This is an optimization exercise on Yosys and OpenROAD, whose aim is small area and a short achievable clock period, not a production implementation. In this exercise RTL edits were held to simulation tests only and were not proved equivalent to the original.

==> try-pepper <==
==> flow/design.v (excerpt) <==
module Core(
  input         clock,
  input         reset,
  output [31:0] io_imem_addr,
  input  [31:0] io_imem_inst,
  output [31:0] io_dmem_addr,
  input  [31:0] io_dmem_rdata,
  output        io_dmem_wen,
  output [31:0] io_dmem_wdata,
  output        io_exit
);
  wire [31:0] inst = io_imem_inst;
  wire [6:0]  opc  = inst[6:0];
  wire [2:0]  f3   = inst[14:12];
  wire [4:0]  rd   = inst[11:7];
  wire [4:0]  rs1  = inst[19:15];
  wire [4:0]  rs2  = inst[24:20];
  reg  [31:0] pc;
  wire is_lui   = opc == 7'b0110111;
  wire is_auipc = opc == 7'b0010111;
  wire is_jal   = opc == 7'b1101111;
  wire is_jalr  = opc == 7'b1100111;
  wire is_br    = opc == 7'b1100011;
  wire is_lw    = opc == 7'b0000011;
  wire is_sw    = opc == 7'b0100011;
  wire is_opi   = opc == 7'b0010011;
  wire is_op    = opc == 7'b0110011;
  wire is_alu   = is_op | is_opi;
  wire [31:0] wd;
  wire        we = is_lui | is_auipc | is_jal | is_jalr | is_lw | is_alu;
  wire [31:0] sel1, sel2, wsel;
  genvar gi, gb;
  generate
    for (gi = 0; gi < 32; gi = gi + 1) begin : g_dec
      assign sel1[gi] = rs1 == gi;
      assign sel2[gi] = rs2 == gi;
      assign wsel[gi] = we & (rd == gi);
    end
  endgenerate
  wire [31:0] rf_q [0:31];
  assign rf_q[0] = 32'h0;
  generate
    for (gi = 1; gi < 32; gi = gi + 1) begin : g_rf
      reg  [31:0] r;
      wire [31:0] d;
      wire        wen  = wsel[gi];
      wire        wenb = ~wsel[gi];
      for (gb = 0; gb < 32; gb = gb + 1) begin : g_bit
        c_a22o u_h (.a1(wen), .a2(wd[gb]), .b1(wenb), .b2(r[gb]), .x(d[gb]));
      end
      always @(posedge clock) r <= d;
      assign rf_q[gi] = r;
    end
  endgenerate
  wire [31:0] rs1_v, rs2_v;
  generate
    for (gb = 0; gb < 32; gb = gb + 1) begin : g_rd
      wire [10:0] t1, t2;
  ...
clock: 11.0 ns
lec_check: 0
cap_margin: 20
cell_pad_in_sites_detail_placement: 1
cell_pad_in_sites_global_placement: 2
core_margin: 2
core_utilization: 40
cts_buf_list: sky130_fd_sc_hd__clkbuf_8
cts_cluster_size: 20
place_density: 0.5
setup_slack_margin: 3.0
slew_margin: 20
synth_hierarchical: 1
standard.sh (not shown) runs the stock make flow with config.mk's settings and CLKGATE_MAP_FILE= SYNTH_SCRIPT=/design/flow/synth_recipe.tcl, a recipe that flattens the netlist after the stock synthesis.
==> flow/flow/run.sh <==
#!/bin/bash
# Own layout flow: the standard synthesis unchanged, then the standard ORFS
# layout with two changes: ports are buffered with buf_4 instead of the
# buffer_ports default, and timing repair may resize across cell footprints.
set -euo pipefail
bash standard.sh synth > synth.log 2>&1
bash standard.sh MATCH_CELL_FOOTPRINT=0 "BUFFER_PORTS_ARGS=-buffer_cell sky130_fd_sc_hd__buf_4" finish > layout.log 2>&1
==> try-maple: changes against try-pepper <==
--- a/flow/design.v
+++ b/flow/design.v
@@ -25,18 +25,36 @@
   wire is_sw    = opc == 7'b0100011;
   wire is_opi   = opc == 7'b0010011;
   wire is_op    = opc == 7'b0110011;
   wire is_alu   = is_op | is_opi;
   wire [31:0] wd;
   wire        we = is_lui | is_auipc | is_jal | is_jalr | is_lw | is_alu;
-  wire [31:0] sel1, sel2, wsel;
+  wire [31:0] sel1, sel2, wsel;       
+  wire [31:0] sel1l, sel2l;            
+  wire [3:0] pa1n, pa2n;
+  wire [7:0] pb1n, pb2n;
+  genvar gj;
+  generate
+    for (gj = 0; gj < 4; gj = gj + 1) begin : g_pa
+      assign pa1n[gj] = ~(rs1[1:0] == gj);
+      assign pa2n[gj] = ~(rs2[1:0] == gj);
+    end
+    for (gj = 0; gj < 8; gj = gj + 1) begin : g_pb
+      assign pb1n[gj] = ~(rs1[4:2] == gj);
+      assign pb2n[gj] = ~(rs2[4:2] == gj);
+    end
+    for (gj = 0; gj < 32; gj = gj + 1) begin : g_sel
+      c_nor2 s1h (.a(pa1n[gj % 4]), .b(pb1n[gj / 4]), .y(sel1[gj]));
+      c_nor2 s1l (.a(pa1n[gj % 4]), .b(pb1n[gj / 4]), .y(sel1l[gj]));
+      c_nor2 s2h (.a(pa2n[gj % 4]), .b(pb2n[gj / 4]), .y(sel2[gj]));
+      c_nor2 s2l (.a(pa2n[gj % 4]), .b(pb2n[gj / 4]), .y(sel2l[gj]));
+    end
+  endgenerate
   genvar gi, gb;
   generate
     for (gi = 0; gi < 32; gi = gi + 1) begin : g_dec
-      assign sel1[gi] = rs1 == gi;
-      assign sel2[gi] = rs2 == gi;
       assign wsel[gi] = we & (rd == gi);
     end
   endgenerate
   wire [31:0] rf_q [0:31];
   assign rf_q[0] = 32'h0;
   generate
@@ -49,45 +67,49 @@
         c_a22o u_h (.a1(wen), .a2(wd[gb]), .b1(wenb), .b2(r[gb]), .x(d[gb]));
       end
       always @(posedge clock) r <= d;
       assign rf_q[gi] = r;
     end
   endgenerate
-  wire [31:0] rs1_v, rs2_v;
+  wire [31:0] rs1_v, rs2_v, rs1_n;
   generate
     for (gb = 0; gb < 32; gb = gb + 1) begin : g_rd
+      wire [31:0] q1 = gb < 16 ? sel1l : sel1;
+      wire [31:0] q2 = gb < 16 ? sel2l : sel2;
       wire [10:0] t1, t2;
       for (gi = 0; gi < 11; gi = gi + 1) begin : g_grp
         if (gi < 10) begin : g3
-          c_aoi222 u1 (.a1(sel1[3*gi+1]), .a2(rf_q[3*gi+1][gb]), .b1(sel1[3*gi+2]), .b2(rf_q[3*gi+2][gb]),
-                       .c1(sel1[3*gi+3]), .c2(rf_q[3*gi+3][gb]), .y(t1[gi]));
-          c_aoi222 u2 (.a1(sel2[3*gi+1]), .a2(rf_q[3*gi+1][gb]), .b1(sel2[3*gi+2]), .b2(rf_q[3*gi+2][gb]),
-                       .c1(sel2[3*gi+3]), .c2(rf_q[3*gi+3][gb]), .y(t2[gi]));
+          c_aoi222 u1 (.a1(q1[3*gi+1]), .a2(rf_q[3*gi+1][gb]), .b1(q1[3*gi+2]), .b2(rf_q[3*gi+2][gb]),
+                       .c1(q1[3*gi+3]), .c2(rf_q[3*gi+3][gb]), .y(t1[gi]));
+          c_aoi222 u2 (.a1(q2[3*gi+1]), .a2(rf_q[3*gi+1][gb]), .b1(q2[3*gi+2]), .b2(rf_q[3*gi+2][gb]),
+                       .c1(q2[3*gi+3]), .c2(rf_q[3*gi+3][gb]), .y(t2[gi]));
         end else begin : g1
-          assign t1[gi] = ~(sel1[31] & rf_q[31][gb]);
-          assign t2[gi] = ~(sel2[31] & rf_q[31][gb]);
+          assign t1[gi] = ~(q1[31] & rf_q[31][gb]);
+          assign t2[gi] = ~(q2[31] & rf_q[31][gb]);
         end
       end
       wire [2:0] u1, u2;
-      wire       v1n, v2n;
+      wire       v1n, v1a, v2n;
       c_nand4 n10 (.a(t1[0]), .b(t1[1]), .c(t1[2]), .d(t1[3]), .y(u1[0]));
       c_nand4 n11 (.a(t1[4]), .b(t1[5]), .c(t1[6]), .d(t1[7]), .y(u1[1]));
       c_nand3 n12 (.a(t1[8]), .b(t1[9]), .c(t1[10]), .y(u1[2]));
-      assign v1n = ~(u1[0] | u1[1] | u1[2]);
+      c_nor3  n13 (.a(u1[0]), .b(u1[1]), .c(u1[2]), .y(v1n));
+      c_nor3  n14 (.a(u1[0]), .b(u1[1]), .c(u1[2]), .y(v1a));   
       c_nand4 n20 (.a(t2[0]), .b(t2[1]), .c(t2[2]), .d(t2[3]), .y(u2[0]));
       c_nand4 n21 (.a(t2[4]), .b(t2[5]), .c(t2[6]), .d(t2[7]), .y(u2[1]));
       c_nand3 n22 (.a(t2[8]), .b(t2[9]), .c(t2[10]), .y(u2[2]));
       assign v2n = ~(u2[0] | u2[1] | u2[2]);
+      assign rs1_n[gb] = v1a;
       assign rs1_v[gb] = ~v1n;
       assign rs2_v[gb] = ~v2n;
     end
   endgenerate
   wire        s_imm  = ~opc[6] & opc[5] & ~opc[4];   
   wire [31:0] imm_is = {{21{inst[31]}}, inst[30:25], s_imm ? inst[11:7] : inst[24:20]};
   wire [31:0] agen;
-  add_ks32 u_agen (.a(rs1_v), .b(imm_is), .s(agen));
+  add_ks32 u_agen (.an(rs1_n), .b(imm_is), .s(agen));
   wire [31:0] imm_i  = {{21{inst[31]}}, inst[30:20]};
   wire [31:0] op2    = opc[5] ? rs2_v : imm_i;
   wire        f3_slt = f3[2:1] == 2'b01;
   wire        sub    = is_br | (is_alu & f3_slt) | (is_op & (f3 == 3'b000) & inst[30]);
   wire [31:0] opb    = op2 ^ {32{sub}};
   wire [31:0] sum, p, g;
@@ -161,13 +183,15 @@
     for (gb = 0; gb < 32; gb = gb + 1) begin : g_pc
       wire t;
       c_aoi222 u (.a1(n_jalr), .a2(gb == 0 ? 1'b0 : agen[gb]), .b1(n_tk), .b2(pcimm[gb]), .c1(n_seq), .c2(pc4[gb]), .y(t));
       assign pc_d[gb] = ~(t | reset);
     end
   endgenerate
-  always @(posedge clock) pc <= pc_d;
+  reg [31:1] pc_r;
+  always @(posedge clock) pc_r <= pc_d[31:1];
+  always @(*) pc = {pc_r, 1'b0};
   assign io_imem_addr  = pc;
   assign io_dmem_addr  = agen;
   assign io_dmem_wen   = is_sw;
   assign io_dmem_wdata = rs2_v;
   assign io_exit       = inst == 32'h34333231 | inst == 32'h00100073;
 endmodule
@@ -186,19 +210,20 @@
 module c_nand4(input a, input b, input c, input d, output y);
   assign y = ~(a & b & c & d);
 endmodule
 module c_nand3(input a, input b, input c, output y);
   assign y = ~(a & b & c);
 endmodule
-module add_ks32(input [31:0] a, input [31:0] b, output [31:0] s);
+module add_ks32(input [31:0] an, input [31:0] b, output [31:0] s);
   wire [31:0] p, g;
+  wire [31:0] bn = ~b;
   wire [31:0] g1n, p1n, g2, p2, g3n, p3n, g4, p4, g5n;
   genvar i;
   generate
     for (i = 0; i < 32; i = i + 1) begin : l
-      c_ha h (.a(a[i]), .b(b[i]), .s(p[i]), .c(g[i]));
+      c_han h (.an(an[i]), .b(b[i]), .bn(bn[i]), .s(p[i]), .c(g[i]));
       if (i >= 1) begin : l1
         c_a21oi gg (.a1(p[i]), .a2(g[i-1]), .b1(g[i]), .y(g1n[i]));
         c_nand2 pp (.a(p[i]), .b(p[i-1]), .y(p1n[i]));
       end else begin : l1b
         c_inv gg (.a(g[i]), .y(g1n[i]));
         assign p1n[i] = 1'b1;
@@ -284,12 +309,16 @@
         c_xnor2 x (.a(p[i]), .b(g5n[i-1]), .y(s[i]));
       end
     end
   endgenerate
   assign cout_n = g5n[31];
 endmodule
+module c_han(input an, input b, input bn, output s, output c);
+  assign s = ~(an ^ b);
+  assign c = ~(an | bn);
+endmodule
 module c_ha(input a, input b, output s, output c);
   assign s = a ^ b;
   assign c = a & b;
 endmodule
 module c_a21oi(input a1, input a2, input b1, output y);
   assign y = ~((a1 & a2) | b1);
@@ -312,6 +341,9 @@
 module c_a21o(input a1, input a2, input b1, output x);
   assign x = (a1 & a2) | b1;
 endmodule
 module c_xor2(input a, input b, output y);
   assign y = a ^ b;
 endmodule
+module c_nor3(input a, input b, input c, output y);
+  assign y = ~(a | b | c);
+endmodule
==> flow/flow/run.sh (replaced) <==
#!/bin/bash
# Own layout flow: the standard synthesis unchanged, then the standard ORFS
# layout with these changes: ports are buffered with buf_2 instead of the
# buffer_ports default, timing repair may resize across cell footprints, and
# clock tree synthesis inserts no dummy load cells.
set -euo pipefail
bash standard.sh synth > synth.log 2>&1
bash standard.sh MATCH_CELL_FOOTPRINT=0 \
  "BUFFER_PORTS_ARGS=-buffer_cell sky130_fd_sc_hd__buf_2" \
  "CTS_ARGS=-sink_clustering_enable -repair_clock_nets -dont_use_dummy_load -buf_list sky130_fd_sc_hd__clkbuf_8" \
  finish > layout.log 2>&1
Settings changed: CAP_MARGIN 20 to 10, CTS_BUF_LIST sky130_fd_sc_hd__clkbuf_8 to default, CTS_CLUSTER_SIZE 20 to default, SETUP_SLACK_MARGIN 3.0 to 2.5, SLEW_MARGIN 20 to 10, TNS_END_PERCENT from default to 10.
==> try-raven: changes against try-pepper <==
--- a/flow/design.v
+++ b/flow/design.v
@@ -25,18 +25,36 @@
   wire is_sw    = opc == 7'b0100011;
   wire is_opi   = opc == 7'b0010011;
   wire is_op    = opc == 7'b0110011;
   wire is_alu   = is_op | is_opi;
   wire [31:0] wd;
   wire        we = is_lui | is_auipc | is_jal | is_jalr | is_lw | is_alu;
-  wire [31:0] sel1, sel2, wsel;
+  wire [31:0] sel1, sel2, wsel;       
+  wire [31:0] sel1l, sel2l;            
+  wire [3:0] pa1n, pa2n;
+  wire [7:0] pb1n, pb2n;
+  genvar gj;
+  generate
+    for (gj = 0; gj < 4; gj = gj + 1) begin : g_pa
+      assign pa1n[gj] = ~(rs1[1:0] == gj);
+      assign pa2n[gj] = ~(rs2[1:0] == gj);
+    end
+    for (gj = 0; gj < 8; gj = gj + 1) begin : g_pb
+      assign pb1n[gj] = ~(rs1[4:2] == gj);
+      assign pb2n[gj] = ~(rs2[4:2] == gj);
+    end
+    for (gj = 0; gj < 32; gj = gj + 1) begin : g_sel
+      c_nor2 s1h (.a(pa1n[gj % 4]), .b(pb1n[gj / 4]), .y(sel1[gj]));
+      c_nor2 s1l (.a(pa1n[gj % 4]), .b(pb1n[gj / 4]), .y(sel1l[gj]));
+      c_nor2 s2h (.a(pa2n[gj % 4]), .b(pb2n[gj / 4]), .y(sel2[gj]));
+      c_nor2 s2l (.a(pa2n[gj % 4]), .b(pb2n[gj / 4]), .y(sel2l[gj]));
+    end
+  endgenerate
   genvar gi, gb;
   generate
     for (gi = 0; gi < 32; gi = gi + 1) begin : g_dec
-      assign sel1[gi] = rs1 == gi;
-      assign sel2[gi] = rs2 == gi;
       assign wsel[gi] = we & (rd == gi);
     end
   endgenerate
   wire [31:0] rf_q [0:31];
   assign rf_q[0] = 32'h0;
   generate
@@ -49,45 +67,49 @@
         c_a22o u_h (.a1(wen), .a2(wd[gb]), .b1(wenb), .b2(r[gb]), .x(d[gb]));
       end
       always @(posedge clock) r <= d;
       assign rf_q[gi] = r;
     end
   endgenerate
-  wire [31:0] rs1_v, rs2_v;
+  wire [31:0] rs1_v, rs2_v, rs1_n;
   generate
     for (gb = 0; gb < 32; gb = gb + 1) begin : g_rd
+      wire [31:0] q1 = gb < 16 ? sel1l : sel1;
+      wire [31:0] q2 = gb < 16 ? sel2l : sel2;
       wire [10:0] t1, t2;
       for (gi = 0; gi < 11; gi = gi + 1) begin : g_grp
         if (gi < 10) begin : g3
-          c_aoi222 u1 (.a1(sel1[3*gi+1]), .a2(rf_q[3*gi+1][gb]), .b1(sel1[3*gi+2]), .b2(rf_q[3*gi+2][gb]),
-                       .c1(sel1[3*gi+3]), .c2(rf_q[3*gi+3][gb]), .y(t1[gi]));
-          c_aoi222 u2 (.a1(sel2[3*gi+1]), .a2(rf_q[3*gi+1][gb]), .b1(sel2[3*gi+2]), .b2(rf_q[3*gi+2][gb]),
-                       .c1(sel2[3*gi+3]), .c2(rf_q[3*gi+3][gb]), .y(t2[gi]));
+          c_aoi222 u1 (.a1(q1[3*gi+1]), .a2(rf_q[3*gi+1][gb]), .b1(q1[3*gi+2]), .b2(rf_q[3*gi+2][gb]),
+                       .c1(q1[3*gi+3]), .c2(rf_q[3*gi+3][gb]), .y(t1[gi]));
+          c_aoi222 u2 (.a1(q2[3*gi+1]), .a2(rf_q[3*gi+1][gb]), .b1(q2[3*gi+2]), .b2(rf_q[3*gi+2][gb]),
+                       .c1(q2[3*gi+3]), .c2(rf_q[3*gi+3][gb]), .y(t2[gi]));
         end else begin : g1
-          assign t1[gi] = ~(sel1[31] & rf_q[31][gb]);
-          assign t2[gi] = ~(sel2[31] & rf_q[31][gb]);
+          assign t1[gi] = ~(q1[31] & rf_q[31][gb]);
+          assign t2[gi] = ~(q2[31] & rf_q[31][gb]);
         end
       end
       wire [2:0] u1, u2;
-      wire       v1n, v2n;
+      wire       v1n, v1a, v2n;
       c_nand4 n10 (.a(t1[0]), .b(t1[1]), .c(t1[2]), .d(t1[3]), .y(u1[0]));
       c_nand4 n11 (.a(t1[4]), .b(t1[5]), .c(t1[6]), .d(t1[7]), .y(u1[1]));
       c_nand3 n12 (.a(t1[8]), .b(t1[9]), .c(t1[10]), .y(u1[2]));
-      assign v1n = ~(u1[0] | u1[1] | u1[2]);
+      c_nor3  n13 (.a(u1[0]), .b(u1[1]), .c(u1[2]), .y(v1n));
+      c_nor3  n14 (.a(u1[0]), .b(u1[1]), .c(u1[2]), .y(v1a));   
       c_nand4 n20 (.a(t2[0]), .b(t2[1]), .c(t2[2]), .d(t2[3]), .y(u2[0]));
       c_nand4 n21 (.a(t2[4]), .b(t2[5]), .c(t2[6]), .d(t2[7]), .y(u2[1]));
       c_nand3 n22 (.a(t2[8]), .b(t2[9]), .c(t2[10]), .y(u2[2]));
       assign v2n = ~(u2[0] | u2[1] | u2[2]);
+      assign rs1_n[gb] = v1a;
       assign rs1_v[gb] = ~v1n;
       assign rs2_v[gb] = ~v2n;
     end
   endgenerate
   wire        s_imm  = ~opc[6] & opc[5] & ~opc[4];   
   wire [31:0] imm_is = {{21{inst[31]}}, inst[30:25], s_imm ? inst[11:7] : inst[24:20]};
   wire [31:0] agen;
-  add_ks32 u_agen (.a(rs1_v), .b(imm_is), .s(agen));
+  add_ks32 u_agen (.an(rs1_n), .b(imm_is), .s(agen));
   wire [31:0] imm_i  = {{21{inst[31]}}, inst[30:20]};
   wire [31:0] op2    = opc[5] ? rs2_v : imm_i;
   wire        f3_slt = f3[2:1] == 2'b01;
   wire        sub    = is_br | (is_alu & f3_slt) | (is_op & (f3 == 3'b000) & inst[30]);
   wire [31:0] opb    = op2 ^ {32{sub}};
   wire [31:0] sum, p, g;
@@ -161,13 +183,15 @@
     for (gb = 0; gb < 32; gb = gb + 1) begin : g_pc
       wire t;
       c_aoi222 u (.a1(n_jalr), .a2(gb == 0 ? 1'b0 : agen[gb]), .b1(n_tk), .b2(pcimm[gb]), .c1(n_seq), .c2(pc4[gb]), .y(t));
       assign pc_d[gb] = ~(t | reset);
     end
   endgenerate
-  always @(posedge clock) pc <= pc_d;
+  reg [31:1] pc_r;
+  always @(posedge clock) pc_r <= pc_d[31:1];
+  always @(*) pc = {pc_r, 1'b0};
   assign io_imem_addr  = pc;
   assign io_dmem_addr  = agen;
   assign io_dmem_wen   = is_sw;
   assign io_dmem_wdata = rs2_v;
   assign io_exit       = inst == 32'h34333231 | inst == 32'h00100073;
 endmodule
@@ -186,19 +210,20 @@
 module c_nand4(input a, input b, input c, input d, output y);
   assign y = ~(a & b & c & d);
 endmodule
 module c_nand3(input a, input b, input c, output y);
   assign y = ~(a & b & c);
 endmodule
-module add_ks32(input [31:0] a, input [31:0] b, output [31:0] s);
+module add_ks32(input [31:0] an, input [31:0] b, output [31:0] s);
   wire [31:0] p, g;
+  wire [31:0] bn = ~b;
   wire [31:0] g1n, p1n, g2, p2, g3n, p3n, g4, p4, g5n;
   genvar i;
   generate
     for (i = 0; i < 32; i = i + 1) begin : l
-      c_ha h (.a(a[i]), .b(b[i]), .s(p[i]), .c(g[i]));
+      c_han h (.an(an[i]), .b(b[i]), .bn(bn[i]), .s(p[i]), .c(g[i]));
       if (i >= 1) begin : l1
         c_a21oi gg (.a1(p[i]), .a2(g[i-1]), .b1(g[i]), .y(g1n[i]));
         c_nand2 pp (.a(p[i]), .b(p[i-1]), .y(p1n[i]));
       end else begin : l1b
         c_inv gg (.a(g[i]), .y(g1n[i]));
         assign p1n[i] = 1'b1;
@@ -284,12 +309,16 @@
         c_xnor2 x (.a(p[i]), .b(g5n[i-1]), .y(s[i]));
       end
     end
   endgenerate
   assign cout_n = g5n[31];
 endmodule
+module c_han(input an, input b, input bn, output s, output c);
+  assign s = ~(an ^ b);
+  assign c = ~(an | bn);
+endmodule
 module c_ha(input a, input b, output s, output c);
   assign s = a ^ b;
   assign c = a & b;
 endmodule
 module c_a21oi(input a1, input a2, input b1, output y);
   assign y = ~((a1 & a2) | b1);
@@ -312,6 +341,9 @@
 module c_a21o(input a1, input a2, input b1, output x);
   assign x = (a1 & a2) | b1;
 endmodule
 module c_xor2(input a, input b, output y);
   assign y = a ^ b;
 endmodule
+module c_nor3(input a, input b, input c, output y);
+  assign y = ~(a | b | c);
+endmodule
==> flow/flow/run.sh (replaced) <==
#!/bin/bash
# Own layout flow: the standard synthesis unchanged, then the standard ORFS
# layout with these changes: ports are buffered with buf_4 instead of the
# buffer_ports default, timing repair may resize across cell footprints, and
# clock tree synthesis inserts no dummy load cells.
set -euo pipefail
bash standard.sh synth > synth.log 2>&1
bash standard.sh MATCH_CELL_FOOTPRINT=0 \
  "BUFFER_PORTS_ARGS=-buffer_cell sky130_fd_sc_hd__buf_4" \
  "CTS_ARGS=-sink_clustering_enable -repair_clock_nets -dont_use_dummy_load -buf_list sky130_fd_sc_hd__clkbuf_8" \
  finish > layout.log 2>&1
Settings changed: CTS_BUF_LIST sky130_fd_sc_hd__clkbuf_8 to default, CTS_CLUSTER_SIZE 20 to default, TNS_END_PERCENT from default to 10.
==> summary of the runs <==
- try-maple completed and failed the layout checks on max-capacitance violations, max-slew violations. try-raven completed with no timing, DRC or antenna violations. try-pepper completed without violations.
- In try-maple the hold slack is lower than in try-pepper, by 0.0027 ns.
- Of try-pepper and try-maple, try-maple has the higher synthesized cell count (gap about 4%, measured against try-maple).
- Against try-raven, the sequential share of layout area of try-maple is higher by 1.1 points.
- Fmax: try-maple < try-pepper < try-raven.

-- port drivers added, routing unchanged --
The flow's constraints put no driver on any port. The routed layouts listed below were extracted and timed again, unchanged, in two steps.
Step 1 assumes that a clkbuf_16 drives the clock port and a buf_2 every other input.
Step 2 times the ports against the registers' clock, not the clock port: input delays grow and output delays shrink by t, the midpoint of the rising clock arrivals with the driver on.
Three values: ideal ports, drivers, drivers and shift; two values: the first two.
run	t, ns	slack for setup (ns)	worst setup path after step 2
try-pepper	1.027	2.433 / 2.289 / 1.936	input to register
try-maple	0.978	2.337 / 2.312 / 1.429	input to register
try-raven	0.966	2.746 / 2.762 / 1.817	input to register
The setup slack of try-raven, which loses most, moves by +0.016 ns with the drivers and by -0.929 ns with both steps.
